From an optimization exercise on the open Yosys and OpenROAD flow, aimed at small area; shortcuts taken in it are not production practice.
At most, simulation tests tie the RTL to the original design; equivalence was not proved.
Only the layout flow was run in run 1; the RTL was not checked for function there.
Power and IR drop assume default switching activity.

[flow/config.mk]
export PLATFORM = sky130hd
export DESIGN_NAME = fir
export DESIGN_NICKNAME = fir
export VERILOG_FILES = /design/flow/design.v
export SDC_FILE = /design/flow/constraint.sdc
export NUM_CORES = 4
export LEC_CHECK = 0
export CAP_MARGIN = 20
export CORE_MARGIN = 2
export CORE_UTILIZATION = 65
export CTS_BUF_LIST = sky130_fd_sc_hd__clkbuf_8
export CTS_CLUSTER_DIAMETER = 150
export CTS_CLUSTER_SIZE = 16
export SLEW_MARGIN = 20
export SYNTH_HIERARCHICAL = 1
export SYNTH_MINIMUM_KEEP_SIZE = 0
[flow/constraint.sdc]
create_clock -name core_clock -period 6.0 [get_ports {clk}]
set_input_delay 1.2000 -clock core_clock [delete_from_list [all_inputs] [get_ports {clk}]]
set_output_delay 1.2000 -clock core_clock [all_outputs]
set_load 0.01 [all_outputs]
[flow/design.v]
module fix_mult (s0, s1, s2, s3, z0, z1, z2, z3, a, b, c);
output c;          
input  [15:0] s0, s1, s2, s3;
input  z0, z1, z2, z3;
output [25:0] a;
output [25:0] b;
wire [15:0] ns0 = ~s0;
wire nz0 = ~z0;
wire [15:0] ns1 = ~s1;
wire nz1 = ~z1;
wire [15:0] ns2 = ~s2;
wire nz2 = ~z2;
wire [15:0] ns3 = ~s3;
wire nz3 = ~z3;
wire w0, w1;
fa u1 (.a(s0[2]), .b(s0[0]), .c(ns1[0]), .s(w0), .co(w1));
wire w2, w3;
fa u2 (.a(ns3[0]), .b(w0), .c(s2[2]), .s(w2), .co(w3));
wire w4 = s0[3] ^ s0[1];
wire w5 = s0[3] | s0[1];
wire w6, w7;
fa u3 (.a(w1), .b(ns1[1]), .c(ns3[1]), .s(w6), .co(w7));
wire w8 = ~w4;
wire w9, w10;
fa u4 (.a(w8), .b(s2[3]), .c(w3), .s(w9), .co(w10));
wire w11, w12;
fa u5 (.a(s0[4]), .b(s0[2]), .c(w5), .s(w11), .co(w12));
wire w13, w14;
fa u6 (.a(w11), .b(ns1[2]), .c(ns3[2]), .s(w13), .co(w14));
wire w15, w16;
fa u7 (.a(s2[4]), .b(w7), .c(w13), .s(w15), .co(w16));
wire w17 = s0[5] ^ s0[3];
wire w18 = s0[5] | s0[3];
wire w19 = ~w17;
wire w20, w21;
fa u8 (.a(ns3[0]), .b(w19), .c(w12), .s(w20), .co(w21));
wire w22, w23;
fa u9 (.a(w20), .b(ns1[3]), .c(ns3[3]), .s(w22), .co(w23));
wire w24, w25;
fa u10 (.a(s2[5]), .b(w14), .c(w22), .s(w24), .co(w25));
wire w26, w27;
fa u11 (.a(s0[6]), .b(s0[4]), .c(w18), .s(w26), .co(w27));
wire w28, w29;
fa u12 (.a(s1[0]), .b(w26), .c(ns3[1]), .s(w28), .co(w29));
wire w30, w31;
fa u13 (.a(w21), .b(ns1[4]), .c(ns3[4]), .s(w30), .co(w31));
wire w32, w33;
fa u14 (.a(s2[6]), .b(w28), .c(w23), .s(w32), .co(w33));
wire w34, w35;
fa u15 (.a(w30), .b(w25), .c(w32), .s(w34), .co(w35));
wire w36, w37;
fa u16 (.a(s0[7]), .b(s0[5]), .c(w27), .s(w36), .co(w37));
wire w38, w39;
fa u17 (.a(s1[1]), .b(ns3[2]), .c(w36), .s(w38), .co(w39));
wire w40, w41;
fa u18 (.a(w29), .b(ns1[5]), .c(ns3[5]), .s(w40), .co(w41));
wire w42, w43;
fa u19 (.a(s2[7]), .b(w38), .c(w31), .s(w42), .co(w43));
wire w44, w45;
fa u20 (.a(w40), .b(w33), .c(w42), .s(w44), .co(w45));
wire w46, w47;
fa u21 (.a(s0[8]), .b(s0[6]), .c(s2[0]), .s(w46), .co(w47));
wire w48, w49;
fa u22 (.a(w46), .b(s1[2]), .c(w37), .s(w48), .co(w49));
wire w50, w51;
fa u23 (.a(ns3[3]), .b(ns1[6]), .c(ns3[6]), .s(w50), .co(w51));
wire w52, w53;
fa u24 (.a(w39), .b(w48), .c(s2[8]), .s(w52), .co(w53));
wire w54, w55;
fa u25 (.a(w41), .b(w50), .c(w43), .s(w54), .co(w55));
wire w56, w57;
fa u26 (.a(w52), .b(w45), .c(w54), .s(w56), .co(w57));
wire w58, w59;
fa u27 (.a(s0[9]), .b(s0[7]), .c(s3[0]), .s(w58), .co(w59));
wire w60, w61;
fa u28 (.a(w47), .b(w58), .c(s2[1]), .s(w60), .co(w61));
wire w62, w63;
fa u29 (.a(s1[3]), .b(ns3[4]), .c(w60), .s(w62), .co(w63));
wire w64, w65;
fa u30 (.a(w49), .b(ns1[7]), .c(ns3[7]), .s(w64), .co(w65));
wire w66, w67;
fa u31 (.a(s2[9]), .b(w62), .c(w51), .s(w66), .co(w67));
wire w68, w69;
fa u32 (.a(w53), .b(w64), .c(w66), .s(w68), .co(w69));
wire w70, w71;
fa u33 (.a(w55), .b(w68), .c(w57), .s(w70), .co(w71));
wire w72, w73;
fa u34 (.a(s0[10]), .b(s0[8]), .c(w59), .s(w72), .co(w73));
wire w74, w75;
fa u35 (.a(s3[1]), .b(s2[2]), .c(s1[4]), .s(w74), .co(w75));
wire w76, w77;
fa u36 (.a(w72), .b(w61), .c(ns3[5]), .s(w76), .co(w77));
wire w78, w79;
fa u37 (.a(w74), .b(ns1[8]), .c(ns3[8]), .s(w78), .co(w79));
wire w80, w81;
fa u38 (.a(w63), .b(s2[10]), .c(w76), .s(w80), .co(w81));
wire w82, w83;
fa u39 (.a(w65), .b(w78), .c(w67), .s(w82), .co(w83));
wire w84, w85;
fa u40 (.a(w80), .b(w69), .c(w82), .s(w84), .co(w85));
wire w86, w87;
fa u41 (.a(s0[11]), .b(s0[9]), .c(s3[2]), .s(w86), .co(w87));
wire w88, w89;
fa u42 (.a(s2[3]), .b(w73), .c(s1[5]), .s(w88), .co(w89));
wire w90, w91;
fa u43 (.a(w86), .b(ns3[6]), .c(w75), .s(w90), .co(w91));
wire w92, w93;
fa u44 (.a(w88), .b(w77), .c(ns1[9]), .s(w92), .co(w93));
wire w94, w95;
fa u45 (.a(ns3[9]), .b(s2[11]), .c(w90), .s(w94), .co(w95));
wire w96, w97;
fa u46 (.a(w79), .b(w81), .c(w92), .s(w96), .co(w97));
wire w98, w99;
fa u47 (.a(w94), .b(w83), .c(w96), .s(w98), .co(w99));
wire w100, w101;
fa u48 (.a(s0[12]), .b(s0[10]), .c(s3[3]), .s(w100), .co(w101));
wire w102, w103;
fa u49 (.a(s2[4]), .b(w87), .c(s1[6]), .s(w102), .co(w103));
wire w104, w105;
fa u50 (.a(w100), .b(ns3[7]), .c(w89), .s(w104), .co(w105));
wire w106, w107;
fa u51 (.a(w102), .b(ns1[10]), .c(ns3[10]), .s(w106), .co(w107));
wire w108, w109;
fa u52 (.a(w91), .b(s2[12]), .c(w104), .s(w108), .co(w109));
wire w110, w111;
fa u53 (.a(w93), .b(w106), .c(w95), .s(w110), .co(w111));
wire w112, w113;
fa u54 (.a(w108), .b(w97), .c(w110), .s(w112), .co(w113));
wire w114, w115;
fa u55 (.a(s0[13]), .b(s0[11]), .c(s3[4]), .s(w114), .co(w115));
wire w116, w117;
fa u56 (.a(s2[5]), .b(w101), .c(s1[7]), .s(w116), .co(w117));
wire w118, w119;
fa u57 (.a(w114), .b(ns3[8]), .c(w103), .s(w118), .co(w119));
wire w120, w121;
fa u58 (.a(w116), .b(s2[13]), .c(ns1[11]), .s(w120), .co(w121));
wire w122, w123;
fa u59 (.a(ns3[11]), .b(w105), .c(w118), .s(w122), .co(w123));
wire w124, w125;
fa u60 (.a(w107), .b(w120), .c(w109), .s(w124), .co(w125));
wire w126, w127;
fa u61 (.a(w122), .b(w111), .c(w124), .s(w126), .co(w127));
wire w128, w129;
fa u62 (.a(s0[14]), .b(s0[12]), .c(s3[5]), .s(w128), .co(w129));
wire w130, w131;
fa u63 (.a(s2[6]), .b(w115), .c(s1[8]), .s(w130), .co(w131));
wire w132, w133;
fa u64 (.a(w128), .b(ns3[9]), .c(w117), .s(w132), .co(w133));
wire w134, w135;
fa u65 (.a(s2[14]), .b(w130), .c(ns1[12]), .s(w134), .co(w135));
wire w136, w137;
fa u66 (.a(ns3[12]), .b(w119), .c(w132), .s(w136), .co(w137));
wire w138, w139;
fa u67 (.a(w121), .b(w134), .c(w123), .s(w138), .co(w139));
wire w140, w141;
fa u68 (.a(w136), .b(w125), .c(w138), .s(w140), .co(w141));
wire w142, w143;
fa u69 (.a(s0[13]), .b(ns0[15]), .c(z0), .s(w142), .co(w143));
wire w144, w145;
fa u70 (.a(w142), .b(s3[6]), .c(s2[7]), .s(w144), .co(w145));
wire w146, w147;
fa u71 (.a(w129), .b(s1[9]), .c(ns3[10]), .s(w146), .co(w147));
wire w148, w149;
fa u72 (.a(w144), .b(w131), .c(ns1[13]), .s(w148), .co(w149));
wire w150, w151;
fa u73 (.a(ns3[13]), .b(ns2[15]), .c(w133), .s(w150), .co(w151));
wire w152, w153;
fa u74 (.a(w146), .b(w135), .c(w148), .s(w152), .co(w153));
wire w154, w155;
fa u75 (.a(w137), .b(w150), .c(w152), .s(w154), .co(w155));
wire w156, w157;
fa u76 (.a(w139), .b(z2), .c(w154), .s(w156), .co(w157));
wire w158 = s0[14] ^ w143;
wire w159 = s0[14] | w143;
wire w160 = ~w158;
wire w161, w162;
fa u77 (.a(w160), .b(s3[7]), .c(s2[8]), .s(w161), .co(w162));
wire w163, w164;
fa u78 (.a(s1[10]), .b(w145), .c(ns3[11]), .s(w163), .co(w164));
wire w165, w166;
fa u79 (.a(w161), .b(ns1[14]), .c(ns3[14]), .s(w165), .co(w166));
wire w167, w168;
fa u80 (.a(w147), .b(w163), .c(w149), .s(w167), .co(w168));
wire w169, w170;
fa u81 (.a(w165), .b(w151), .c(w153), .s(w169), .co(w170));
wire w171, w172;
fa u82 (.a(w167), .b(w155), .c(w169), .s(w171), .co(w172));
wire w173, w174;
fa u83 (.a(ns0[15]), .b(z0), .c(w159), .s(w173), .co(w174));
wire w175, w176;
fa u84 (.a(s3[8]), .b(w173), .c(s2[9]), .s(w175), .co(w176));
wire w177, w178;
fa u85 (.a(s1[11]), .b(w162), .c(ns3[12]), .s(w177), .co(w178));
wire w179, w180;
fa u86 (.a(s1[15]), .b(s3[15]), .c(w175), .s(w179), .co(w180));
wire w181, w182;
fa u87 (.a(w164), .b(w166), .c(w177), .s(w181), .co(w182));
wire w183, w184;
fa u88 (.a(w179), .b(w168), .c(w181), .s(w183), .co(w184));
wire w185, w186;
fa u89 (.a(nz1), .b(nz3), .c(w170), .s(w185), .co(w186));
wire w187, w188;
fa u90 (.a(w183), .b(w172), .c(w185), .s(w187), .co(w188));
wire w189 = w174 ^ s3[9];
wire w190 = w174 | s3[9];
wire w191, w192;
fa u91 (.a(s2[10]), .b(s1[12]), .c(ns3[13]), .s(w191), .co(w192));
wire w193 = ~w189;
wire w194, w195;
fa u92 (.a(w176), .b(w193), .c(w178), .s(w194), .co(w195));
wire w196, w197;
fa u93 (.a(w191), .b(w180), .c(w182), .s(w196), .co(w197));
wire w198, w199;
fa u94 (.a(w194), .b(w184), .c(w196), .s(w198), .co(w199));
wire w200, w201;
fa u95 (.a(w186), .b(w198), .c(w188), .s(w200), .co(w201));
wire w202, w203;
fa u96 (.a(s3[10]), .b(s2[11]), .c(w190), .s(w202), .co(w203));
wire w204, w205;
fa u97 (.a(s1[13]), .b(ns3[14]), .c(w202), .s(w204), .co(w205));
wire w206, w207;
fa u98 (.a(w192), .b(w195), .c(w204), .s(w206), .co(w207));
wire w208, w209;
fa u99 (.a(w197), .b(w206), .c(w199), .s(w208), .co(w209));
wire w210 = s3[11] ^ s1[14];
wire w211 = s3[11] | s1[14];
wire w212, w213;
fa u100 (.a(s2[12]), .b(s3[15]), .c(w203), .s(w212), .co(w213));
wire w214 = ~w210;
wire w215, w216;
fa u101 (.a(w214), .b(w205), .c(w212), .s(w215), .co(w216));
wire w217, w218;
fa u102 (.a(nz3), .b(w207), .c(w215), .s(w217), .co(w218));
wire w219 = s2[13] ^ s3[12];
wire w220 = s2[13] | s3[12];
wire w221 = ~w219;
wire w222, w223;
fa u103 (.a(ns1[15]), .b(w211), .c(w221), .s(w222), .co(w223));
wire w224, w225;
fa u104 (.a(w213), .b(w222), .c(z1), .s(w224), .co(w225));
wire w226, w227;
fa u105 (.a(w216), .b(w224), .c(w218), .s(w226), .co(w227));
wire w228, w229;
fa u106 (.a(s2[14]), .b(s3[13]), .c(w220), .s(w228), .co(w229));
wire w230, w231;
fa u107 (.a(w228), .b(w223), .c(w225), .s(w230), .co(w231));
wire w232, w233;
fa u108 (.a(s3[14]), .b(ns2[15]), .c(w229), .s(w232), .co(w233));
wire w234, w235;
fa u109 (.a(z2), .b(w232), .c(w231), .s(w234), .co(w235));
wire w236, w237;
fa u110 (.a(ns3[15]), .b(w233), .c(z3), .s(w236), .co(w237));
wire cp0_p0 = s0[0] ^ s2[0];
wire cp0_g0 = s0[0] & s2[0];
wire cp0_p1 = s0[1] ^ s2[1];
wire cp0_g1 = s0[1] & s2[1];
wire cp0_p2 = w2 ^ 1'b0;
wire cp0_g2 = w2 & 1'b0;
wire cp0_p3 = w6 ^ w9;
wire cp0_g3 = w6 & w9;
wire cp0_p4 = w10 ^ w15;
wire cp0_g4 = w10 & w15;
wire cp0_p5 = w16 ^ w24;
wire cp0_g5 = w16 & w24;
wire cp0_p6 = w34 ^ 1'b0;
wire cp0_g6 = w34 & 1'b0;
wire cp0_p7 = w35 ^ w44;
wire cp0_g7 = w35 & w44;
wire cp0_p8 = w56 ^ 1'b0;
wire cp0_g8 = w56 & 1'b0;
wire cp0_p9 = w70 ^ 1'b0;
wire cp0_g9 = w70 & 1'b0;
wire cp0_p10 = w71 ^ w84;
wire cp0_g10 = w71 & w84;
wire cp0_p11 = w85 ^ w98;
wire cp0_g11 = w85 & w98;
wire cp0_p12 = w99 ^ w112;
wire cp0_g12 = w99 & w112;
wire cp0_p13 = w113 ^ w126;
wire cp0_g13 = w113 & w126;
wire cp0_p14 = w127 ^ w140;
wire cp0_g14 = w127 & w140;
wire cp0_G1 = cp0_g1 | (cp0_p1 & cp0_g0);
wire cp0_G2 = cp0_g3 | (cp0_p3 & cp0_g2);
wire cp0_P2 = cp0_p3 & cp0_p2;
wire cp0_G3 = cp0_g5 | (cp0_p5 & cp0_g4);
wire cp0_P3 = cp0_p5 & cp0_p4;
wire cp0_G4 = cp0_g7 | (cp0_p7 & cp0_g6);
wire cp0_P4 = cp0_p7 & cp0_p6;
wire cp0_G5 = cp0_g9 | (cp0_p9 & cp0_g8);
wire cp0_P5 = cp0_p9 & cp0_p8;
wire cp0_G6 = cp0_g11 | (cp0_p11 & cp0_g10);
wire cp0_P6 = cp0_p11 & cp0_p10;
wire cp0_G7 = cp0_g13 | (cp0_p13 & cp0_g12);
wire cp0_P7 = cp0_p13 & cp0_p12;
wire cp0_G8 = cp0_G2 | (cp0_P2 & cp0_G1);
wire cp0_G9 = cp0_G4 | (cp0_P4 & cp0_G3);
wire cp0_P9 = cp0_P4 & cp0_P3;
wire cp0_G10 = cp0_G6 | (cp0_P6 & cp0_G5);
wire cp0_P10 = cp0_P6 & cp0_P5;
wire cp0_G11 = cp0_G9 | (cp0_P9 & cp0_G8);
wire cp0_G12 = cp0_G10 | (cp0_P10 & cp0_G11);
wire cp0_G13 = cp0_G3 | (cp0_P3 & cp0_G8);
wire cp0_G14 = cp0_G5 | (cp0_P5 & cp0_G11);
wire cp0_G15 = cp0_G7 | (cp0_P7 & cp0_G12);
wire cp0_fs2, cp0_G16;
fa cp0_f2 (.a(w2), .b(1'b0), .c(cp0_G1), .s(cp0_fs2), .co(cp0_G16));
wire cp0_fs4, cp0_G17;
fa cp0_f4 (.a(w10), .b(w15), .c(cp0_G8), .s(cp0_fs4), .co(cp0_G17));
wire cp0_fs6, cp0_G18;
fa cp0_f6 (.a(w34), .b(1'b0), .c(cp0_G13), .s(cp0_fs6), .co(cp0_G18));
wire cp0_fs8, cp0_G19;
fa cp0_f8 (.a(w56), .b(1'b0), .c(cp0_G11), .s(cp0_fs8), .co(cp0_G19));
wire cp0_fs10, cp0_G20;
fa cp0_f10 (.a(w71), .b(w84), .c(cp0_G14), .s(cp0_fs10), .co(cp0_G20));
wire cp0_fs12, cp0_G21;
fa cp0_f12 (.a(w99), .b(w112), .c(cp0_G12), .s(cp0_fs12), .co(cp0_G21));
wire cp0_fs14, cp0_G22;
fa cp0_f14 (.a(w127), .b(w140), .c(cp0_G15), .s(cp0_fs14), .co(cp0_G22));
wire [14:0] cp0 = {cp0_fs14, cp0_p13 ^ cp0_G21, cp0_fs12, cp0_p11 ^ cp0_G20, cp0_fs10, cp0_p9 ^ cp0_G19, cp0_fs8, cp0_p7 ^ cp0_G18, cp0_fs6, cp0_p5 ^ cp0_G17, cp0_fs4, cp0_p3 ^ cp0_G16, cp0_fs2, cp0_p1 ^ cp0_g0, cp0_p0};
wire cp0_co = cp0_G22;
assign a = {1'b1, w235, w234, w227, w226, w209, w201, w200, w187, w157, w141, cp0[14], cp0[13], cp0[12], cp0[11], cp0[10], cp0[9], cp0[8], cp0[7], cp0[6], cp0[5], cp0[4], cp0[3], cp0[2], cp0[1], cp0[0]};
assign b = {w237, w236, 1'b0, w230, 1'b0, w217, w208, 1'b0, 1'b0, w171, w156, 1'b0, 1'b0, 1'b0, 1'b0, 1'b0, 1'b0, 1'b0, 1'b0, 1'b0, 1'b0, 1'b0, 1'b0, 1'b0, 1'b0, 1'b0};
assign c = cp0_co;
endmodule
module fa (a, b, c, s, co);
input  a, b, c;
output s, co;
assign s  = a ^ b ^ c;
assign co = (a & b) | (a & c) | (b & c);
endmodule
module fir(
	out,
	x,
	clk,
	rest
	);
output [34:0] out;
input         rest;
input  [15:0] x;
input         clk;
reg  [15:0] r0, r1, r2, r3, r4, r5, r6, r7, r8, r9, r10, r11, r12, r13;
reg  [15:0] p;
reg  [2:0]  n;           
reg         z;           
reg  [2:0]  q;           
reg  [24:0] ra;
reg  [6:0] rb;
reg         rc;
wire [25:0] l = {1'b1, ra[24], ra[23], ra[22], ra[21], ra[20], ra[19], ra[18], ra[17], ra[16], ra[15], ra[14], ra[13], ra[12], ra[11], ra[10], ra[9], ra[8], ra[7], ra[6], ra[5], ra[4], ra[3], ra[2], ra[1], ra[0]}
              + {rb[6], rb[5], 1'b0, rb[4], 1'b0, rb[3], rb[2], 1'b0, 1'b0, rb[1], rb[0], 1'b0, 1'b0, 1'b0, 1'b0, 1'b0, 1'b0, 1'b0, 1'b0, 1'b0, 1'b0, 1'b0, 1'b0, 1'b0, 1'b0, 1'b0}
              + {rc, 15'd0};
wire [3:0] hi = {4{l[25]}} - {1'b0, q};
assign out = {hi, {4{l[25]}}, l, 1'b0} & {35{~z}};
wire [15:0] d7  = (rest && n == 3'd7) ? r6 : 16'd0;
wire [15:0] d14 = rest ? ~r13 : 16'd0;
wire t1n_x0 = r8[0] ^ r13[0];
wire t1n_s0 = t1n_x0 ^ 1'b1;
wire t1n_g0 = (r8[0] & r13[0]) | (t1n_x0 & 1'b1);
wire t1n_p0 = 1'b0;
wire t1n_p1 = r8[1] ^ r13[1];
wire t1n_g1 = r8[1] & r13[1];
wire t1n_p2 = r8[2] ^ r13[2];
wire t1n_g2 = r8[2] & r13[2];
wire t1n_p3 = r8[3] ^ r13[3];
wire t1n_g3 = r8[3] & r13[3];
wire t1n_p4 = r8[4] ^ r13[4];
wire t1n_g4 = r8[4] & r13[4];
wire t1n_p5 = r8[5] ^ r13[5];
wire t1n_g5 = r8[5] & r13[5];
wire t1n_p6 = r8[6] ^ r13[6];
wire t1n_g6 = r8[6] & r13[6];
wire t1n_p7 = r8[7] ^ r13[7];
wire t1n_g7 = r8[7] & r13[7];
wire t1n_p8 = r8[8] ^ r13[8];
wire t1n_g8 = r8[8] & r13[8];
wire t1n_p9 = r8[9] ^ r13[9];
wire t1n_g9 = r8[9] & r13[9];
wire t1n_p10 = r8[10] ^ r13[10];
wire t1n_g10 = r8[10] & r13[10];
wire t1n_p11 = r8[11] ^ r13[11];
wire t1n_g11 = r8[11] & r13[11];
wire t1n_p12 = r8[12] ^ r13[12];
wire t1n_g12 = r8[12] & r13[12];
wire t1n_p13 = r8[13] ^ r13[13];
wire t1n_g13 = r8[13] & r13[13];
wire t1n_p14 = r8[14] ^ r13[14];
wire t1n_g14 = r8[14] & r13[14];
wire t1n_p15 = r8[15] ^ r13[15];
wire t1n_g15 = r8[15] & r13[15];
wire t1n_G1 = t1n_g1 | (t1n_p1 & t1n_g0);
wire t1n_G2 = t1n_g3 | (t1n_p3 & t1n_g2);
wire t1n_P2 = t1n_p3 & t1n_p2;
wire t1n_G3 = t1n_g5 | (t1n_p5 & t1n_g4);
wire t1n_P3 = t1n_p5 & t1n_p4;
wire t1n_G4 = t1n_g7 | (t1n_p7 & t1n_g6);
wire t1n_P4 = t1n_p7 & t1n_p6;
wire t1n_G5 = t1n_g9 | (t1n_p9 & t1n_g8);
wire t1n_P5 = t1n_p9 & t1n_p8;
wire t1n_G6 = t1n_g11 | (t1n_p11 & t1n_g10);
wire t1n_P6 = t1n_p11 & t1n_p10;
wire t1n_G7 = t1n_g13 | (t1n_p13 & t1n_g12);
wire t1n_P7 = t1n_p13 & t1n_p12;
wire t1n_G8 = t1n_g15 | (t1n_p15 & t1n_g14);
wire t1n_P8 = t1n_p15 & t1n_p14;
wire t1n_G9 = t1n_G2 | (t1n_P2 & t1n_G1);
wire t1n_G10 = t1n_G4 | (t1n_P4 & t1n_G3);
wire t1n_P10 = t1n_P4 & t1n_P3;
wire t1n_G11 = t1n_G6 | (t1n_P6 & t1n_G5);
wire t1n_P11 = t1n_P6 & t1n_P5;
wire t1n_G12 = t1n_G8 | (t1n_P8 & t1n_G7);
wire t1n_P12 = t1n_P8 & t1n_P7;
wire t1n_G13 = t1n_G10 | (t1n_P10 & t1n_G9);
wire t1n_G14 = t1n_G12 | (t1n_P12 & t1n_G11);
wire t1n_P14 = t1n_P12 & t1n_P11;
wire t1n_G15 = t1n_G14 | (t1n_P14 & t1n_G13);
wire t1n_G16 = t1n_G11 | (t1n_P11 & t1n_G13);
wire t1n_G17 = t1n_G3 | (t1n_P3 & t1n_G9);
wire t1n_G18 = t1n_G5 | (t1n_P5 & t1n_G13);
wire t1n_G19 = t1n_G7 | (t1n_P7 & t1n_G16);
wire t1n_fs2, t1n_G20;
fa t1n_f2 (.a(r8[2]), .b(r13[2]), .c(t1n_G1), .s(t1n_fs2), .co(t1n_G20));
wire t1n_fs4, t1n_G21;
fa t1n_f4 (.a(r8[4]), .b(r13[4]), .c(t1n_G9), .s(t1n_fs4), .co(t1n_G21));
wire t1n_fs6, t1n_G22;
fa t1n_f6 (.a(r8[6]), .b(r13[6]), .c(t1n_G17), .s(t1n_fs6), .co(t1n_G22));
wire t1n_fs8, t1n_G23;
fa t1n_f8 (.a(r8[8]), .b(r13[8]), .c(t1n_G13), .s(t1n_fs8), .co(t1n_G23));
wire t1n_fs10, t1n_G24;
fa t1n_f10 (.a(r8[10]), .b(r13[10]), .c(t1n_G18), .s(t1n_fs10), .co(t1n_G24));
wire t1n_fs12, t1n_G25;
fa t1n_f12 (.a(r8[12]), .b(r13[12]), .c(t1n_G16), .s(t1n_fs12), .co(t1n_G25));
wire t1n_fs14, t1n_G26;
fa t1n_f14 (.a(r8[14]), .b(r13[14]), .c(t1n_G19), .s(t1n_fs14), .co(t1n_G26));
wire [15:0] t1n = {t1n_p15 ^ t1n_G26, t1n_fs14, t1n_p13 ^ t1n_G25, t1n_fs12, t1n_p11 ^ t1n_G24, t1n_fs10, t1n_p9 ^ t1n_G23, t1n_fs8, t1n_p7 ^ t1n_G22, t1n_fs6, t1n_p5 ^ t1n_G21, t1n_fs4, t1n_p3 ^ t1n_G20, t1n_fs2, t1n_p1 ^ t1n_g0, t1n_s0};
wire t1n_co = t1n_G15;
wire t2_p0 = r9[0] ^ r12[0];
wire t2_g0 = r9[0] & r12[0];
wire t2_p1 = r9[1] ^ r12[1];
wire t2_g1 = r9[1] & r12[1];
wire t2_p2 = r9[2] ^ r12[2];
wire t2_g2 = r9[2] & r12[2];
wire t2_p3 = r9[3] ^ r12[3];
wire t2_g3 = r9[3] & r12[3];
wire t2_p4 = r9[4] ^ r12[4];
wire t2_g4 = r9[4] & r12[4];
wire t2_p5 = r9[5] ^ r12[5];
wire t2_g5 = r9[5] & r12[5];
wire t2_p6 = r9[6] ^ r12[6];
wire t2_g6 = r9[6] & r12[6];
wire t2_p7 = r9[7] ^ r12[7];
wire t2_g7 = r9[7] & r12[7];
wire t2_p8 = r9[8] ^ r12[8];
wire t2_g8 = r9[8] & r12[8];
wire t2_p9 = r9[9] ^ r12[9];
wire t2_g9 = r9[9] & r12[9];
wire t2_p10 = r9[10] ^ r12[10];
wire t2_g10 = r9[10] & r12[10];
wire t2_p11 = r9[11] ^ r12[11];
wire t2_g11 = r9[11] & r12[11];
wire t2_p12 = r9[12] ^ r12[12];
wire t2_g12 = r9[12] & r12[12];
wire t2_p13 = r9[13] ^ r12[13];
wire t2_g13 = r9[13] & r12[13];
wire t2_p14 = r9[14] ^ r12[14];
wire t2_g14 = r9[14] & r12[14];
wire t2_p15 = r9[15] ^ r12[15];
wire t2_g15 = r9[15] & r12[15];
wire t2_G1 = t2_g1 | (t2_p1 & t2_g0);
wire t2_G2 = t2_g3 | (t2_p3 & t2_g2);
wire t2_P2 = t2_p3 & t2_p2;
wire t2_G3 = t2_g5 | (t2_p5 & t2_g4);
wire t2_P3 = t2_p5 & t2_p4;
wire t2_G4 = t2_g7 | (t2_p7 & t2_g6);
wire t2_P4 = t2_p7 & t2_p6;
wire t2_G5 = t2_g9 | (t2_p9 & t2_g8);
wire t2_P5 = t2_p9 & t2_p8;
wire t2_G6 = t2_g11 | (t2_p11 & t2_g10);
wire t2_P6 = t2_p11 & t2_p10;
wire t2_G7 = t2_g13 | (t2_p13 & t2_g12);
wire t2_P7 = t2_p13 & t2_p12;
wire t2_G8 = t2_g15 | (t2_p15 & t2_g14);
wire t2_P8 = t2_p15 & t2_p14;
wire t2_G9 = t2_G2 | (t2_P2 & t2_G1);
wire t2_G10 = t2_G4 | (t2_P4 & t2_G3);
wire t2_P10 = t2_P4 & t2_P3;
wire t2_G11 = t2_G6 | (t2_P6 & t2_G5);
wire t2_P11 = t2_P6 & t2_P5;
wire t2_G12 = t2_G8 | (t2_P8 & t2_G7);
wire t2_P12 = t2_P8 & t2_P7;
wire t2_G13 = t2_G10 | (t2_P10 & t2_G9);
wire t2_G14 = t2_G12 | (t2_P12 & t2_G11);
wire t2_P14 = t2_P12 & t2_P11;
wire t2_G15 = t2_G14 | (t2_P14 & t2_G13);
wire t2_G16 = t2_G11 | (t2_P11 & t2_G13);
wire t2_G17 = t2_G3 | (t2_P3 & t2_G9);
wire t2_G18 = t2_G5 | (t2_P5 & t2_G13);
wire t2_G19 = t2_G7 | (t2_P7 & t2_G16);
wire t2_fs2, t2_G20;
fa t2_f2 (.a(r9[2]), .b(r12[2]), .c(t2_G1), .s(t2_fs2), .co(t2_G20));
wire t2_fs4, t2_G21;
fa t2_f4 (.a(r9[4]), .b(r12[4]), .c(t2_G9), .s(t2_fs4), .co(t2_G21));
wire t2_fs6, t2_G22;
fa t2_f6 (.a(r9[6]), .b(r12[6]), .c(t2_G17), .s(t2_fs6), .co(t2_G22));
wire t2_fs8, t2_G23;
fa t2_f8 (.a(r9[8]), .b(r12[8]), .c(t2_G13), .s(t2_fs8), .co(t2_G23));
wire t2_fs10, t2_G24;
fa t2_f10 (.a(r9[10]), .b(r12[10]), .c(t2_G18), .s(t2_fs10), .co(t2_G24));
wire t2_fs12, t2_G25;
fa t2_f12 (.a(r9[12]), .b(r12[12]), .c(t2_G16), .s(t2_fs12), .co(t2_G25));
wire t2_fs14, t2_G26;
fa t2_f14 (.a(r9[14]), .b(r12[14]), .c(t2_G19), .s(t2_fs14), .co(t2_G26));
wire [15:0] t2 = {t2_p15 ^ t2_G26, t2_fs14, t2_p13 ^ t2_G25, t2_fs12, t2_p11 ^ t2_G24, t2_fs10, t2_p9 ^ t2_G23, t2_fs8, t2_p7 ^ t2_G22, t2_fs6, t2_p5 ^ t2_G21, t2_fs4, t2_p3 ^ t2_G20, t2_fs2, t2_p1 ^ t2_g0, t2_p0};
wire t2_co = t2_G15;
wire t3n_x0 = r10[0] ^ r11[0];
wire t3n_s0 = t3n_x0 ^ 1'b1;
wire t3n_g0 = (r10[0] & r11[0]) | (t3n_x0 & 1'b1);
wire t3n_p0 = 1'b0;
wire t3n_p1 = r10[1] ^ r11[1];
wire t3n_g1 = r10[1] & r11[1];
wire t3n_p2 = r10[2] ^ r11[2];
wire t3n_g2 = r10[2] & r11[2];
wire t3n_p3 = r10[3] ^ r11[3];
wire t3n_g3 = r10[3] & r11[3];
wire t3n_p4 = r10[4] ^ r11[4];
wire t3n_g4 = r10[4] & r11[4];
wire t3n_p5 = r10[5] ^ r11[5];
wire t3n_g5 = r10[5] & r11[5];
wire t3n_p6 = r10[6] ^ r11[6];
wire t3n_g6 = r10[6] & r11[6];
wire t3n_p7 = r10[7] ^ r11[7];
wire t3n_g7 = r10[7] & r11[7];
wire t3n_p8 = r10[8] ^ r11[8];
wire t3n_g8 = r10[8] & r11[8];
wire t3n_p9 = r10[9] ^ r11[9];
wire t3n_g9 = r10[9] & r11[9];
wire t3n_p10 = r10[10] ^ r11[10];
wire t3n_g10 = r10[10] & r11[10];
wire t3n_p11 = r10[11] ^ r11[11];
wire t3n_g11 = r10[11] & r11[11];
wire t3n_p12 = r10[12] ^ r11[12];
wire t3n_g12 = r10[12] & r11[12];
wire t3n_p13 = r10[13] ^ r11[13];
wire t3n_g13 = r10[13] & r11[13];
wire t3n_p14 = r10[14] ^ r11[14];
wire t3n_g14 = r10[14] & r11[14];
wire t3n_p15 = r10[15] ^ r11[15];
wire t3n_g15 = r10[15] & r11[15];
wire t3n_G1 = t3n_g1 | (t3n_p1 & t3n_g0);
wire t3n_G2 = t3n_g3 | (t3n_p3 & t3n_g2);
wire t3n_P2 = t3n_p3 & t3n_p2;
wire t3n_G3 = t3n_g5 | (t3n_p5 & t3n_g4);
wire t3n_P3 = t3n_p5 & t3n_p4;
wire t3n_G4 = t3n_g7 | (t3n_p7 & t3n_g6);
wire t3n_P4 = t3n_p7 & t3n_p6;
wire t3n_G5 = t3n_g9 | (t3n_p9 & t3n_g8);
wire t3n_P5 = t3n_p9 & t3n_p8;
wire t3n_G6 = t3n_g11 | (t3n_p11 & t3n_g10);
wire t3n_P6 = t3n_p11 & t3n_p10;
wire t3n_G7 = t3n_g13 | (t3n_p13 & t3n_g12);
wire t3n_P7 = t3n_p13 & t3n_p12;
wire t3n_G8 = t3n_g15 | (t3n_p15 & t3n_g14);
wire t3n_P8 = t3n_p15 & t3n_p14;
wire t3n_G9 = t3n_G2 | (t3n_P2 & t3n_G1);
wire t3n_G10 = t3n_G4 | (t3n_P4 & t3n_G3);
wire t3n_P10 = t3n_P4 & t3n_P3;
wire t3n_G11 = t3n_G6 | (t3n_P6 & t3n_G5);
wire t3n_P11 = t3n_P6 & t3n_P5;
wire t3n_G12 = t3n_G8 | (t3n_P8 & t3n_G7);
wire t3n_P12 = t3n_P8 & t3n_P7;
wire t3n_G13 = t3n_G10 | (t3n_P10 & t3n_G9);
wire t3n_G14 = t3n_G12 | (t3n_P12 & t3n_G11);
wire t3n_P14 = t3n_P12 & t3n_P11;
wire t3n_G15 = t3n_G14 | (t3n_P14 & t3n_G13);
wire t3n_G16 = t3n_G11 | (t3n_P11 & t3n_G13);
wire t3n_G17 = t3n_G3 | (t3n_P3 & t3n_G9);
wire t3n_G18 = t3n_G5 | (t3n_P5 & t3n_G13);
wire t3n_G19 = t3n_G7 | (t3n_P7 & t3n_G16);
wire t3n_fs2, t3n_G20;
fa t3n_f2 (.a(r10[2]), .b(r11[2]), .c(t3n_G1), .s(t3n_fs2), .co(t3n_G20));
wire t3n_fs4, t3n_G21;
fa t3n_f4 (.a(r10[4]), .b(r11[4]), .c(t3n_G9), .s(t3n_fs4), .co(t3n_G21));
wire t3n_fs6, t3n_G22;
fa t3n_f6 (.a(r10[6]), .b(r11[6]), .c(t3n_G17), .s(t3n_fs6), .co(t3n_G22));
wire t3n_fs8, t3n_G23;
fa t3n_f8 (.a(r10[8]), .b(r11[8]), .c(t3n_G13), .s(t3n_fs8), .co(t3n_G23));
wire t3n_fs10, t3n_G24;
fa t3n_f10 (.a(r10[10]), .b(r11[10]), .c(t3n_G18), .s(t3n_fs10), .co(t3n_G24));
wire t3n_fs12, t3n_G25;
fa t3n_f12 (.a(r10[12]), .b(r11[12]), .c(t3n_G16), .s(t3n_fs12), .co(t3n_G25));
wire t3n_fs14, t3n_G26;
fa t3n_f14 (.a(r10[14]), .b(r11[14]), .c(t3n_G19), .s(t3n_fs14), .co(t3n_G26));
wire [15:0] t3n = {t3n_p15 ^ t3n_G26, t3n_fs14, t3n_p13 ^ t3n_G25, t3n_fs12, t3n_p11 ^ t3n_G24, t3n_fs10, t3n_p9 ^ t3n_G23, t3n_fs8, t3n_p7 ^ t3n_G22, t3n_fs6, t3n_p5 ^ t3n_G21, t3n_fs4, t3n_p3 ^ t3n_G20, t3n_fs2, t3n_p1 ^ t3n_g0, t3n_s0};
wire t3n_co = t3n_G15;
wire pn_p0 = d7[0] ^ d14[0];
wire pn_g0 = d7[0] & d14[0];
wire pn_p1 = d7[1] ^ d14[1];
wire pn_g1 = d7[1] & d14[1];
wire pn_p2 = d7[2] ^ d14[2];
wire pn_g2 = d7[2] & d14[2];
wire pn_p3 = d7[3] ^ d14[3];
wire pn_g3 = d7[3] & d14[3];
wire pn_p4 = d7[4] ^ d14[4];
wire pn_g4 = d7[4] & d14[4];
wire pn_p5 = d7[5] ^ d14[5];
wire pn_g5 = d7[5] & d14[5];
wire pn_p6 = d7[6] ^ d14[6];
wire pn_g6 = d7[6] & d14[6];
wire pn_p7 = d7[7] ^ d14[7];
wire pn_g7 = d7[7] & d14[7];
wire pn_p8 = d7[8] ^ d14[8];
wire pn_g8 = d7[8] & d14[8];
wire pn_p9 = d7[9] ^ d14[9];
wire pn_g9 = d7[9] & d14[9];
wire pn_p10 = d7[10] ^ d14[10];
wire pn_g10 = d7[10] & d14[10];
wire pn_p11 = d7[11] ^ d14[11];
wire pn_g11 = d7[11] & d14[11];
wire pn_p12 = d7[12] ^ d14[12];
wire pn_g12 = d7[12] & d14[12];
wire pn_p13 = d7[13] ^ d14[13];
wire pn_g13 = d7[13] & d14[13];
wire pn_p14 = d7[14] ^ d14[14];
wire pn_g14 = d7[14] & d14[14];
wire pn_p15 = d7[15] ^ d14[15];
wire pn_g15 = d7[15] & d14[15];
wire pn_G1 = pn_g1 | (pn_p1 & pn_g0);
wire pn_G2 = pn_g3 | (pn_p3 & pn_g2);
wire pn_P2 = pn_p3 & pn_p2;
wire pn_G3 = pn_g5 | (pn_p5 & pn_g4);
wire pn_P3 = pn_p5 & pn_p4;
wire pn_G4 = pn_g7 | (pn_p7 & pn_g6);
wire pn_P4 = pn_p7 & pn_p6;
wire pn_G5 = pn_g9 | (pn_p9 & pn_g8);
wire pn_P5 = pn_p9 & pn_p8;
wire pn_G6 = pn_g11 | (pn_p11 & pn_g10);
wire pn_P6 = pn_p11 & pn_p10;
wire pn_G7 = pn_g13 | (pn_p13 & pn_g12);
wire pn_P7 = pn_p13 & pn_p12;
wire pn_G8 = pn_g15 | (pn_p15 & pn_g14);
wire pn_P8 = pn_p15 & pn_p14;
wire pn_G9 = pn_G2 | (pn_P2 & pn_G1);
wire pn_G10 = pn_G4 | (pn_P4 & pn_G3);
wire pn_P10 = pn_P4 & pn_P3;
wire pn_G11 = pn_G6 | (pn_P6 & pn_G5);
wire pn_P11 = pn_P6 & pn_P5;
wire pn_G12 = pn_G8 | (pn_P8 & pn_G7);
wire pn_P12 = pn_P8 & pn_P7;
wire pn_G13 = pn_G10 | (pn_P10 & pn_G9);
wire pn_G14 = pn_G12 | (pn_P12 & pn_G11);
wire pn_P14 = pn_P12 & pn_P11;
wire pn_G15 = pn_G14 | (pn_P14 & pn_G13);
wire pn_G16 = pn_G11 | (pn_P11 & pn_G13);
wire pn_G17 = pn_G3 | (pn_P3 & pn_G9);
wire pn_G18 = pn_G5 | (pn_P5 & pn_G13);
wire pn_G19 = pn_G7 | (pn_P7 & pn_G16);
wire pn_fs2, pn_G20;
fa pn_f2 (.a(d7[2]), .b(d14[2]), .c(pn_G1), .s(pn_fs2), .co(pn_G20));
wire pn_fs4, pn_G21;
fa pn_f4 (.a(d7[4]), .b(d14[4]), .c(pn_G9), .s(pn_fs4), .co(pn_G21));
wire pn_fs6, pn_G22;
fa pn_f6 (.a(d7[6]), .b(d14[6]), .c(pn_G17), .s(pn_fs6), .co(pn_G22));
wire pn_fs8, pn_G23;
fa pn_f8 (.a(d7[8]), .b(d14[8]), .c(pn_G13), .s(pn_fs8), .co(pn_G23));
wire pn_fs10, pn_G24;
fa pn_f10 (.a(d7[10]), .b(d14[10]), .c(pn_G18), .s(pn_fs10), .co(pn_G24));
wire pn_fs12, pn_G25;
fa pn_f12 (.a(d7[12]), .b(d14[12]), .c(pn_G16), .s(pn_fs12), .co(pn_G25));
wire pn_fs14, pn_G26;
fa pn_f14 (.a(d7[14]), .b(d14[14]), .c(pn_G19), .s(pn_fs14), .co(pn_G26));
wire [15:0] pn = {pn_p15 ^ pn_G26, pn_fs14, pn_p13 ^ pn_G25, pn_fs12, pn_p11 ^ pn_G24, pn_fs10, pn_p9 ^ pn_G23, pn_fs8, pn_p7 ^ pn_G22, pn_fs6, pn_p5 ^ pn_G21, pn_fs4, pn_p3 ^ pn_G20, pn_fs2, pn_p1 ^ pn_g0, pn_p0};
wire pn_co = pn_G15;
wire [15:0] t1 = ~t1n;    
wire [15:0] t3 = ~t3n;    
wire z0 = p[15]  & ~|p[14:0];
wire z1 = t1[15] & ~|t1[14:0];
wire z2 = t2[15] & ~|t2[14:0];
wire z3 = t3[15] & ~|t3[14:0];
wire [2:0] qn = z0 + z1 + z2 + z3;
wire [25:0] an, bn;
wire cn;
fix_mult core (.s0(p), .s1(t1), .s2(t2), .s3(t3), .z0(z0), .z1(z1), .z2(z2), .z3(z3), .a(an), .b(bn), .c(cn));
always @(posedge clk) begin
	r0  <= x;
	r1  <= r0;
	r2  <= r1;
	r3  <= r2;
	r4  <= r3;
	r5  <= r4;
	r6  <= r5;
	r7  <= d7;
	r8  <= ~(rest ? r7  : 16'd0);
	r9  <= rest ? ~r8  : 16'd0;
	r10 <= ~(rest ? r9  : 16'd0);
	r11 <= ~(rest ? ~r10 : 16'd0);
	r12 <= rest ? ~r11 : 16'd0;
	r13 <= ~(rest ? r12 : 16'd0);
	p   <= pn;
	z   <= ~rest;
	q   <= qn;
	ra  <= {an[24], an[23], an[22], an[21], an[20], an[19], an[18], an[17], an[16], an[15], an[14], an[13], an[12], an[11], an[10], an[9], an[8], an[7], an[6], an[5], an[4], an[3], an[2], an[1], an[0]};
	rb  <= {bn[25], bn[24], bn[22], bn[20], bn[19], bn[16], bn[15]};
	rc  <= cn;
	if (!rest)
		n <= 3'd0;
	else if (n != 3'd7)
		n <= n + 3'd1;
end
endmodule
[flow/flow/run.sh]
#!/bin/bash
# Own flow: the standard layout (standard.sh, all steps), except that the
# port buffers that global placement inserts (one per input and output port,
# as in the standard flow) are the library's smallest buffer, buf_1.
set -e
export BUFFER_PORTS_ARGS="-buffer_cell sky130_fd_sc_hd__buf_1"
bash standard.sh > standard.log 2>&1
[flow/standard.sh]
#!/bin/bash
# synth_recipe.tcl (not shown) runs the flow's synth.tcl, then flattens the netlist and writes it again
# the make line also repeats each setting of config.mk as NAME=value (left out here)
make -C /OpenROAD-flow-scripts/flow DESIGN_CONFIG=/design/flow/config.mk WORK_HOME=/design/flow/orfs CLKGATE_MAP_FILE= SYNTH_SCRIPT=/design/flow/synth_recipe.tcl "${@:-finish}"
==> metrics.md, run 1 <==
| Metric | Value |
|---|---|
| Outcome | finished clean |
| Global-route wire length before repair | 36000 um |
| Wire per inst | 16.5 um |
| Clock sinks | 280 |
| Worst Slack Setup Final | 0.372 ns |
| Fillers | 1393 |
| Placed cell area | 12900 um2 |
| Vias in the first global route | 7203 |
| Htree depth | 1 |
| Pwr dens | 239 nW/um2 |
| CTS Buf Count | 21 |
| Pre-CTS WS | 0.430 ns |
| CP Max Fanout | 3 |
| N_diodes | 0 |
| Final Max Tran Viols | 0 |
| Cells after Synth | 1030 |
| Ports | 53 |
| Largest net degree at the start of global routing | 66 |
| RR Startpoint | r12[0]$_SDFF_PN0_ |
| Fraction of layout cells with a size suffix above 1 | 4.79% |
| Initial DRC Count | 311 |
| Post-CTS Resized | 0 |
| Via density | 5.12 |
| PortBufs | 51 |
| Fin crit period | 5.63 ns |
| Clk Latency, worst-skew pair | 0.53 ns |
| Worst slew pin tran | 0.759 ns |
| Reg2Reg Depth | 15 |
| Relative slew slack | 49.0% |
| Final count of hold timing violations | 0 |
| Crit end category | register |
| Overall Power | 0.00315 W |
| Die Ht | 143 um |
| Max Cap Violations | 0 |
| Total wire length | 21800 um |
| Hold Path Class | register to register |
| Die Wd | 143 um |
| Setup TNS | 0 ns |
| Clock root buffer | clkbuf_8 |
| Reg2Reg Capture Point | ra[18]$_DFF_P_ |
| Leak Pwr | 5.93 nW |
| Reg2Reg Setup Slack | 0.37 ns |
| Nets | 1322 |
| Drt first pass iters | 5 |
| Rows | 50 |
| Final Cell Area | 13200 um2 |
| Mapped Avg Cell Area | 12.2 um2 |
| Crit path DAT | 6.03 ns |
| Initial antenna violation count | 0 |
| Finished Layout Cells | 1325 |
| Clock buffer depth | 3 |
| HPWL after detailed placement | 17500 um |
| Core area | 18800 um2 |
| Congestion Overflow GR | 0 |
| Kind of critical path | register to register |
| Initial Util | 66.7% |
| CTS tree | done |
| Synthesis warning total | 7 |
| Hold_sp | r3[2]$_DFF_P_ |
| Fmax | 178 MHz |
| GP Congestion | 0.931 |
| DR vias | 6781 |
| Max rail drop VDD | 0.269 mV |
| Area of the mapped netlist | 12600 um2 |
| Postcts setup bufs | 0 |
| WHS Endpoint | r4[2]$_DFF_P_ |
| Type of origin of the critical path | register |
| Unrepaired setup endpoints after global routing | false |
| Cts hold-fix bufs | 0 |
| Clk_skew | 0.0258 ns |
| DRC viols | 0 |
| Detail Route Antenna Nets | 0 |
| Synth-to-layout area growth | 4.73% |
| Total track usage | 22.9% |
| CP required | 6.40 ns |
| Dpl cells | 1303 |
| Total die area | 20400 um2 |
| Hold Path Stages | 0 |
| Worst-path clk slew | 0.10 ns |
| Crit share post-route | 93.8% |
| Final Setup Violations | 0 |
-- per-layer routing --
metal / track usage [%] / up-vias / wire, um
met5: 0 / - / 0
met4: 7.76 / 0 / 614
met3: 3.12 / 47 / 1090
met2: 38.7 / 167 / 10400
met1: 30.9 / 3290 / 9730
li1: - / 3277 / -
-- how the worst max path moves through the flow --
stage / startpoint / end / slack [ns] / cells after the start
floorplan: r10[0]$_DFF_P_ / ra[18]$_DFF_P_ / 0.61 / 18
CTS: r8[0]$_DFF_P_ / ra[18]$_DFF_P_ / 0.40 / 17
global placement: r9[0]$_SDFF_PN0_ / ra[18]$_DFF_P_ / 0.49 / 15
global route: r12[0]$_SDFF_PN0_ / ra[18]$_DFF_P_ / 0.02 / 15
finish: r12[0]$_SDFF_PN0_ / ra[18]$_DFF_P_ / 0.37 / 15
detailed placement: r12[0]$_SDFF_PN0_ / ra[18]$_DFF_P_ / 0.43 / 15
-- where the power goes --
group	switching (W)	internal, W
clock	0.000534	0.000319
sequential	0.0000171	0.00192
combinational	0.000203	0.000150
total	0.000754	0.00239
-- cells in the final DEF, fill, tap and decap left out, types with 9 or more instances in the layout --
| master | n |
|---|---|
| clkbuf_8 | 21 |
| o21ai_0 | 9 |
| nand2b_1 | 20 |
| nor2b_1 | 21 |
| buf_4 | 9 |
| inv_1 | 105 |
| nand2_1 | 65 |
| a21oi_1 | 12 |
| nor2_1 | 74 |
| a21o_1 | 25 |
| ha_1 | 84 |
| buf_1 | 50 |
| dfxtp_1 | 280 |
| fa_1 | 154 |
| xor2_1 | 27 |
| xnor2_1 | 20 |
| and3_1 | 17 |
-- final cells by class --
type	count	area (um2)	share of cell area, %
Clock inverter	1	8.76	0.0666
Inverter	106	398	3.03
Multi-Input combinational cell	597	6260	47.6
Tap cell	260	325	2.47
Clock buffer	21	289	2.20
Sequential cell	280	5610	42.6
Timing Repair Buffer	60	260	1.98
-- through the flow --
stage / hold slack, ns / utilization [%]
2_1_floorplan: 0.310 / -
3_3_place_gp: 0.310 / 68.3
3_5_place_dp: 0.312 / 68.3
4_1_cts: 0.318 / 69.8
5_1_grt: 0.321 / 69.8
6_report: 0.316 / 69.8
-- sequential cells by signal, indices dropped and copies added, names as in the netlist --
| name | flops |
|---|---|
| n | 3 |
| ra | 25 |
| r12 | 16 |
| q | 3 |
| rb | 7 |
| r10 | 16 |
| r2 | 16 |
| r4 | 16 |
| r5 | 16 |
| r1 | 16 |
| rc | 1 |
| p | 16 |
| r9 | 16 |
| r7 | 16 |
| r11 | 16 |
| r0 | 16 |
| z | 1 |
| r8 | 16 |
| r3 | 16 |
| r6 | 16 |
| r13 | 16 |
-- critical path, stage by stage, from the launching register on --
cell and delay, ns:
dfxtp_1 0.34, ha_1 0.14, inv_1 0.05, fa_1 0.38, nor2b_1 0.12, o21ai_0 0.12
o21ai_0 0.43, fa_1 0.28, xor2_1 0.42, fa_1 0.53, fa_1 0.57, fa_1 0.44
fa_1 0.40, fa_1 0.44, fa_1 0.42, fa_1 0.42
==> run 2: changes to the inputs <==
--- a/flow/design.v
+++ b/flow/design.v
@@ -14,2 +14,8 @@
 wire nz3 = ~z3;
+wire qs0p = ~s0[15] | z0;    
+wire qs1p = ~s1[15] | z1;    
+wire qs1n = s1[15] & ~z1;    
+wire qs2p = ~s2[15] | z2;    
+wire qs3p = ~s3[15] | z3;    
+wire qs3n = s3[15] & ~z3;    
 wire w0, w1;
@@ -157,97 +163,76 @@
 wire w142, w143;
-fa u69 (.a(s0[13]), .b(ns0[15]), .c(z0), .s(w142), .co(w143));
+fa u69 (.a(s0[13]), .b(qs0p), .c(s3[6]), .s(w142), .co(w143));
 wire w144, w145;
-fa u70 (.a(w142), .b(s3[6]), .c(s2[7]), .s(w144), .co(w145));
+fa u70 (.a(s2[7]), .b(w129), .c(s1[9]), .s(w144), .co(w145));
 wire w146, w147;
-fa u71 (.a(w129), .b(s1[9]), .c(ns3[10]), .s(w146), .co(w147));
+fa u71 (.a(w142), .b(ns3[10]), .c(w131), .s(w146), .co(w147));
 wire w148, w149;
-fa u72 (.a(w144), .b(w131), .c(ns1[13]), .s(w148), .co(w149));
+fa u72 (.a(ns1[13]), .b(ns3[13]), .c(w144), .s(w148), .co(w149));
 wire w150, w151;
-fa u73 (.a(ns3[13]), .b(ns2[15]), .c(w133), .s(w150), .co(w151));
+fa u73 (.a(w133), .b(w146), .c(w135), .s(w150), .co(w151));
 wire w152, w153;
-fa u74 (.a(w146), .b(w135), .c(w148), .s(w152), .co(w153));
+fa u74 (.a(w148), .b(w137), .c(w150), .s(w152), .co(w153));
 wire w154, w155;
-fa u75 (.a(w137), .b(w150), .c(w152), .s(w154), .co(w155));
-wire w156, w157;
-fa u76 (.a(w139), .b(z2), .c(w154), .s(w156), .co(w157));
-wire w158 = s0[14] ^ w143;
-wire w159 = s0[14] | w143;
-wire w160 = ~w158;
-wire w161, w162;
-fa u77 (.a(w160), .b(s3[7]), .c(s2[8]), .s(w161), .co(w162));
+fa u75 (.a(w139), .b(qs2p), .c(w152), .s(w154), .co(w155));
+wire w156 = s0[14] ^ s3[7];
+wire w157 = s0[14] | s3[7];
+wire w158, w159;
+fa u76 (.a(s2[8]), .b(w143), .c(s1[10]), .s(w158), .co(w159));
+wire w160, w161;
+fa u77 (.a(ns3[11]), .b(ns1[14]), .c(ns3[14]), .s(w160), .co(w161));
+wire w162 = ~w156;
 wire w163, w164;
-fa u78 (.a(s1[10]), .b(w145), .c(ns3[11]), .s(w163), .co(w164));
+fa u78 (.a(w162), .b(w145), .c(w158), .s(w163), .co(w164));
 wire w165, w166;
-fa u79 (.a(w161), .b(ns1[14]), .c(ns3[14]), .s(w165), .co(w166));
+fa u79 (.a(w147), .b(w160), .c(w149), .s(w165), .co(w166));
 wire w167, w168;
-fa u80 (.a(w147), .b(w163), .c(w149), .s(w167), .co(w168));
+fa u80 (.a(w163), .b(w151), .c(w165), .s(w167), .co(w168));
 wire w169, w170;
-fa u81 (.a(w165), .b(w151), .c(w153), .s(w169), .co(w170));
+fa u81 (.a(w153), .b(w167), .c(w155), .s(w169), .co(w170));
 wire w171, w172;
-fa u82 (.a(w167), .b(w155), .c(w169), .s(w171), .co(w172));
+fa u82 (.a(qs0p), .b(s3[8]), .c(s2[9]), .s(w171), .co(w172));
 wire w173, w174;
-fa u83 (.a(ns0[15]), .b(z0), .c(w159), .s(w173), .co(w174));
+fa u83 (.a(w157), .b(s1[11]), .c(ns3[12]), .s(w173), .co(w174));
 wire w175, w176;
-fa u84 (.a(s3[8]), .b(w173), .c(s2[9]), .s(w175), .co(w176));
+fa u84 (.a(w171), .b(w159), .c(w161), .s(w175), .co(w176));
 wire w177, w178;
-fa u85 (.a(s1[11]), .b(w162), .c(ns3[12]), .s(w177), .co(w178));
+fa u85 (.a(w173), .b(w164), .c(w175), .s(w177), .co(w178));
 wire w179, w180;
-fa u86 (.a(s1[15]), .b(s3[15]), .c(w175), .s(w179), .co(w180));
+fa u86 (.a(w166), .b(qs1n), .c(qs3n), .s(w179), .co(w180));
 wire w181, w182;
-fa u87 (.a(w164), .b(w166), .c(w177), .s(w181), .co(w182));
+fa u87 (.a(w177), .b(w168), .c(w179), .s(w181), .co(w182));
 wire w183, w184;
-fa u88 (.a(w179), .b(w168), .c(w181), .s(w183), .co(w184));
+fa u88 (.a(s3[9]), .b(s2[10]), .c(s1[12]), .s(w183), .co(w184));
 wire w185, w186;
-fa u89 (.a(nz1), .b(nz3), .c(w170), .s(w185), .co(w186));
+fa u89 (.a(ns3[13]), .b(w172), .c(w183), .s(w185), .co(w186));
 wire w187, w188;
-fa u90 (.a(w183), .b(w172), .c(w185), .s(w187), .co(w188));
-wire w189 = w174 ^ s3[9];
-wire w190 = w174 | s3[9];
-wire w191, w192;
-fa u91 (.a(s2[10]), .b(s1[12]), .c(ns3[13]), .s(w191), .co(w192));
-wire w193 = ~w189;
-wire w194, w195;
-fa u92 (.a(w176), .b(w193), .c(w178), .s(w194), .co(w195));
+fa u90 (.a(w174), .b(w176), .c(w185), .s(w187), .co(w188));
+wire w189, w190;
+fa u91 (.a(w178), .b(w187), .c(w180), .s(w189), .co(w190));
+wire w191 = s3[10] ^ s2[11];
+wire w192 = s3[10] | s2[11];
+wire w193, w194;
+fa u92 (.a(s1[13]), .b(ns3[14]), .c(w184), .s(w193), .co(w194));
+wire w195 = ~w191;
 wire w196, w197;
-fa u93 (.a(w191), .b(w180), .c(w182), .s(w196), .co(w197));
+fa u93 (.a(w195), .b(w186), .c(w193), .s(w196), .co(w197));
 wire w198, w199;
-fa u94 (.a(w194), .b(w184), .c(w196), .s(w198), .co(w199));
+fa u94 (.a(w188), .b(w196), .c(w190), .s(w198), .co(w199));
 wire w200, w201;
-fa u95 (.a(w186), .b(w198), .c(w188), .s(w200), .co(w201));
+fa u95 (.a(s3[11]), .b(s1[14]), .c(s2[12]), .s(w200), .co(w201));
 wire w202, w203;
-fa u96 (.a(s3[10]), .b(s2[11]), .c(w190), .s(w202), .co(w203));
+fa u96 (.a(w192), .b(w200), .c(w194), .s(w202), .co(w203));
 wire w204, w205;
-fa u97 (.a(s1[13]), .b(ns3[14]), .c(w202), .s(w204), .co(w205));
+fa u97 (.a(w197), .b(w202), .c(qs3n), .s(w204), .co(w205));
 wire w206, w207;
-fa u98 (.a(w192), .b(w195), .c(w204), .s(w206), .co(w207));
+fa u98 (.a(s2[13]), .b(s3[12]), .c(w201), .s(w206), .co(w207));
 wire w208, w209;
-fa u99 (.a(w197), .b(w206), .c(w199), .s(w208), .co(w209));
-wire w210 = s3[11] ^ s1[14];
-wire w211 = s3[11] | s1[14];
-wire w212, w213;
-fa u100 (.a(s2[12]), .b(s3[15]), .c(w203), .s(w212), .co(w213));
-wire w214 = ~w210;
+fa u99 (.a(w206), .b(w203), .c(qs1p), .s(w208), .co(w209));
+wire w210 = s2[14] ^ s3[13];
+wire w211 = s2[14] | s3[13];
+wire w212 = ~w210;
+wire w213, w214;
+fa u100 (.a(w212), .b(w207), .c(w209), .s(w213), .co(w214));
 wire w215, w216;
-fa u101 (.a(w214), .b(w205), .c(w212), .s(w215), .co(w216));
-wire w217, w218;
-fa u102 (.a(nz3), .b(w207), .c(w215), .s(w217), .co(w218));
-wire w219 = s2[13] ^ s3[12];
-wire w220 = s2[13] | s3[12];
-wire w221 = ~w219;
-wire w222, w223;
-fa u103 (.a(ns1[15]), .b(w211), .c(w221), .s(w222), .co(w223));
-wire w224, w225;
-fa u104 (.a(w213), .b(w222), .c(z1), .s(w224), .co(w225));
-wire w226, w227;
-fa u105 (.a(w216), .b(w224), .c(w218), .s(w226), .co(w227));
-wire w228, w229;
-fa u106 (.a(s2[14]), .b(s3[13]), .c(w220), .s(w228), .co(w229));
-wire w230, w231;
-fa u107 (.a(w228), .b(w223), .c(w225), .s(w230), .co(w231));
-wire w232, w233;
-fa u108 (.a(s3[14]), .b(ns2[15]), .c(w229), .s(w232), .co(w233));
-wire w234, w235;
-fa u109 (.a(z2), .b(w232), .c(w231), .s(w234), .co(w235));
-wire w236, w237;
-fa u110 (.a(ns3[15]), .b(w233), .c(z3), .s(w236), .co(w237));
+fa u101 (.a(s3[14]), .b(w211), .c(qs2p), .s(w215), .co(w216));
 wire cp0_p0 = s0[0] ^ s2[0];
@@ -321,4 +306,4 @@
 wire cp0_co = cp0_G22;
-assign a = {1'b1, w235, w234, w227, w226, w209, w201, w200, w187, w157, w141, cp0[14], cp0[13], cp0[12], cp0[11], cp0[10], cp0[9], cp0[8], cp0[7], cp0[6], cp0[5], cp0[4], cp0[3], cp0[2], cp0[1], cp0[0]};
-assign b = {w237, w236, 1'b0, w230, 1'b0, w217, w208, 1'b0, 1'b0, w171, w156, 1'b0, 1'b0, 1'b0, 1'b0, 1'b0, 1'b0, 1'b0, 1'b0, 1'b0, 1'b0, 1'b0, 1'b0, 1'b0, 1'b0, 1'b0};
+assign a = {1'b1, qs3p, w214, w213, w205, w199, w198, w182, w170, w169, w141, cp0[14], cp0[13], cp0[12], cp0[11], cp0[10], cp0[9], cp0[8], cp0[7], cp0[6], cp0[5], cp0[4], cp0[3], cp0[2], cp0[1], cp0[0]};
+assign b = {1'b0, w216, w215, 1'b0, w208, w204, 1'b0, w189, w181, 1'b0, w154, 1'b0, 1'b0, 1'b0, 1'b0, 1'b0, 1'b0, 1'b0, 1'b0, 1'b0, 1'b0, 1'b0, 1'b0, 1'b0, 1'b0, 1'b0};
 assign c = cp0_co;
@@ -350,3 +335,3 @@
 wire [25:0] l = {1'b1, ra[24], ra[23], ra[22], ra[21], ra[20], ra[19], ra[18], ra[17], ra[16], ra[15], ra[14], ra[13], ra[12], ra[11], ra[10], ra[9], ra[8], ra[7], ra[6], ra[5], ra[4], ra[3], ra[2], ra[1], ra[0]}
-              + {rb[6], rb[5], 1'b0, rb[4], 1'b0, rb[3], rb[2], 1'b0, 1'b0, rb[1], rb[0], 1'b0, 1'b0, 1'b0, 1'b0, 1'b0, 1'b0, 1'b0, 1'b0, 1'b0, 1'b0, 1'b0, 1'b0, 1'b0, 1'b0, 1'b0}
+              + {1'b0, rb[6], rb[5], 1'b0, rb[4], rb[3], 1'b0, rb[2], rb[1], 1'b0, rb[0], 1'b0, 1'b0, 1'b0, 1'b0, 1'b0, 1'b0, 1'b0, 1'b0, 1'b0, 1'b0, 1'b0, 1'b0, 1'b0, 1'b0, 1'b0}
               + {rc, 15'd0};
@@ -701,3 +686,3 @@
 	ra  <= {an[24], an[23], an[22], an[21], an[20], an[19], an[18], an[17], an[16], an[15], an[14], an[13], an[12], an[11], an[10], an[9], an[8], an[7], an[6], an[5], an[4], an[3], an[2], an[1], an[0]};
-	rb  <= {bn[25], bn[24], bn[22], bn[20], bn[19], bn[16], bn[15]};
+	rb  <= {bn[24], bn[23], bn[21], bn[20], bn[18], bn[17], bn[15]};
 	rc  <= cn;
--- a/flow/config.mk
+++ b/flow/config.mk
@@ -9,3 +9,3 @@
 export CORE_MARGIN = 2
-export CORE_UTILIZATION = 65
+export CORE_UTILIZATION = 55
 export CTS_BUF_LIST = sky130_fd_sc_hd__clkbuf_8
==> run 2 against run 1 <==
Against the previous run:
- total power fell by 1.3%
- setup slack worse by 0.061 ns
- via count shrank 1.3%
- critical path type unchanged
- still clean
- register-to-register slack got worse by 0.06 ns
- die area increased by 16%
- final area decreased by 0.62%
==> metrics.md, run 2 <==
| Metric | Value |
|---|---|
| WL met1 | 10300 um |
| PortBufs | 51 |
| Ports | 53 |
| Type of origin of the critical path | register |
| Final Setup Violations | 0 |
| Buf/Inv on CP | 3 |
| Congestion Overflow GR | 0 |
| Max rail drop VDD | 0.275 mV |
| Nets | 1314 |
| Initial Util | 56.4% |
| N_diodes | 0 |
| Worst slew pin tran | 0.673 ns |
| Cells after Synth | 1029 |
| Leak Pwr | 5.82 nW |
| Crit share post-route | 94.8% |
| Kind of critical path | register to register |
| CP peak stage delay | 0.54 ns |
| Die Ht | 154 um |
| Vias in the first global route | 7018 |
| Slowest cell on crit path | fa_1 |
| Commonest cells after routing, fill and taps aside | dfxtp_1 (280), fa_1 (144), inv_1 (97) |
| Cell mode on critical path | fa_1 |
| Wire per inst | 16.2 um |
| Cts hold-fix bufs | 0 |
| Worst-path clk slew | 0.10 ns |
| DRC viols | 0 |
| Fin crit period | 5.69 ns |
| Htree depth | 1 |
| Total die area | 23800 um2 |
| Clock sinks | 280 |
| Relative slew slack | 55.1% |
| Die Wd | 154 um |
| Fraction of layout cells with a size suffix above 1 | 4.60% |
| Max reg flops | 25 |
| Fmax | 176 MHz |
| Core area | 22000 um2 |
| Setup TNS | 0 ns |
| Outcome | finished clean |
| Most common cell after layout, fill and taps aside | dfxtp_1 |
| Drt first pass iters | 4 |
| Largest net degree at the start of global routing | 57 |
| CTS tree | done |
| Synth-to-layout area growth | 5.17% |
| Crit end category | register |
| Unrepaired setup endpoints after global routing | false |
| Via density | 4.97 |
| Clock buffer depth | 3 |
| Area of the mapped netlist | 12400 um2 |
| DR vias | 6694 |
| Clk Latency, worst-skew pair | 0.57 ns |
| Routed wl met3 | 923 um |
| Clk_skew | 0.0348 ns |
| HPWL after detailed placement | 17100 um |
| GP Congestion | 0.919 |
| Mapped Avg Cell Area | 12.1 um2 |
| Fillers | 1896 |
| CTS Buf Count | 21 |
| Global-route wire length before repair | 36300 um |
| CP top delay family | adder cells |
| Hold Path Class | register to register |
| Pre-CTS WS | 0.269 ns |
| Met2 WL | 10000 um |
| Final count of hold timing violations | 0 |
| Total wire length | 21800 um |
| Total track usage | 19.3% |
| Worst Slack Setup Final | 0.310 ns |
| Max Cap Violations | 0 |
| Pwr dens | 238 nW/um2 |
| Synthesis warning total | 7 |
| Initial DRC Count | 295 |
| CP required | 6.44 ns |
| Crit path DAT | 6.13 ns |
| Clock root buffer | clkbuf_8 |
| Initial antenna violation count | 0 |
| Detail Route Antenna Nets | 0 |
| Register with the most flip-flops | ra |
| CP Max Fanout | 4 |
| Worst-path cell chain | inv_1 > ha_1 > inv_1 > fa_1 > a21o_1 > a41oi_1 > o221ai_1 > a31o_2 > fa_1 > xnor2_1 > inv_1 > fa_1 > fa_1 > fa_1 > ha_1 > nor2_1 > a311oi_2 > fa_1 |
| Final Max Tran Viols | 0 |
| Rows | 54 |
| Max Used Layer | met4 |
[run 2: through the flow]
stage | instance area [um2] | util [%] | cells | hold WS, ns | power [W]
4_1_cts | 13100 | 59.3 | 1346 | 0.315 | 0.00316
3_5_place_dp | 12800 | 57.9 | 1323 | 0.312 | 0.00228
3_3_place_gp | 12800 | 57.9 | 1323 | 0.310 | 0.00227
6_report | 13100 | 59.3 | 1346 | 0.310 | 0.00311
2_1_floorplan | 12400 | - | 1031 | 0.310 | 0.00223
5_1_grt | 13100 | 59.3 | 1346 | 0.315 | 0.00327
[run 2: path summary, 6_finish.rpt]
path | from | to | slack [ns] | cells after the start
worst max-delay path | r8[0]$_DFF_P_ | ra[14]$_DFF_P_ | 0.31 | 18
worst min-delay path | r5[7]$_DFF_P_ | r6[7]$_DFF_P_ | 0.31 | 0
worst max register to register | r8[0]$_DFF_P_ | ra[14]$_DFF_P_ | 0.31 | 18
worst min register to register | r5[7]$_DFF_P_ | r6[7]$_DFF_P_ | 0.31 | 0
[run 2: layout make-up]
class / instances / area, um2 / area share, %
clock inverter: 2 / 16.3 / 0.124
sequential: 280 / 5610 / 42.9
timing repair buffer: 61 / 268 / 2.05
multi-input combinational: 603 / 6170 / 47.2
tap: 280 / 350 / 2.68
clock buffer: 21 / 289 / 2.21
inverter: 99 / 372 / 2.84
[run 2: power breakdown]
| part | internal [W] | switching [W] | leakage (nW) |
|---|---|---|---|
| registers | 0.00192 | 0.0000141 | 2.30 |
| clock network | 0.000320 | 0.000559 | 0.156 |
| logic | 0.000129 | 0.000162 | 3.36 |
[run 2: what timing repair did]
item,4_1_cts,5_1_grt
endpoints found under the setup margin,0,1
gates resized for setup,0,1
setup buffers,0,0
[run 2: layer usage]
metal / up-vias / global-route usage (%)
li1: 3300 / -
met1: 3232 / 26.5
met2: 129 / 32.5
met3: 33 / 2.94
met4: 0 / 4.76
met5: - / 0

[port drivers added, routing unchanged]
In the flow no input, the clock included, has a driving cell. The finished layouts below were timed again as built, in two steps. Step 1 (the two cells are an assumption about what drives the block):
set clk [get_ports {clk}]
set_driving_cell -lib_cell sky130_fd_sc_hd__clkbuf_16 $clk
set_driving_cell -lib_cell sky130_fd_sc_hd__buf_2 [delete_from_list [all_inputs] $clk]
Step 2 also shifts input and output timing later by t, the mid clock arrival at the registers, as if the neighbouring blocks saw the same clock. Three values: ideal, step 1, step 2; two values: the first two.
run | t (ns) | setup WS [ns] | cell pins on the clock port's net
run 1 | 0.557 | 0.372 / 0.372 / 0.372 | 1
run 2 | 0.589 | 0.310 / 0.310 / 0.310 | 1
After both steps every run listed still meets setup and hold.
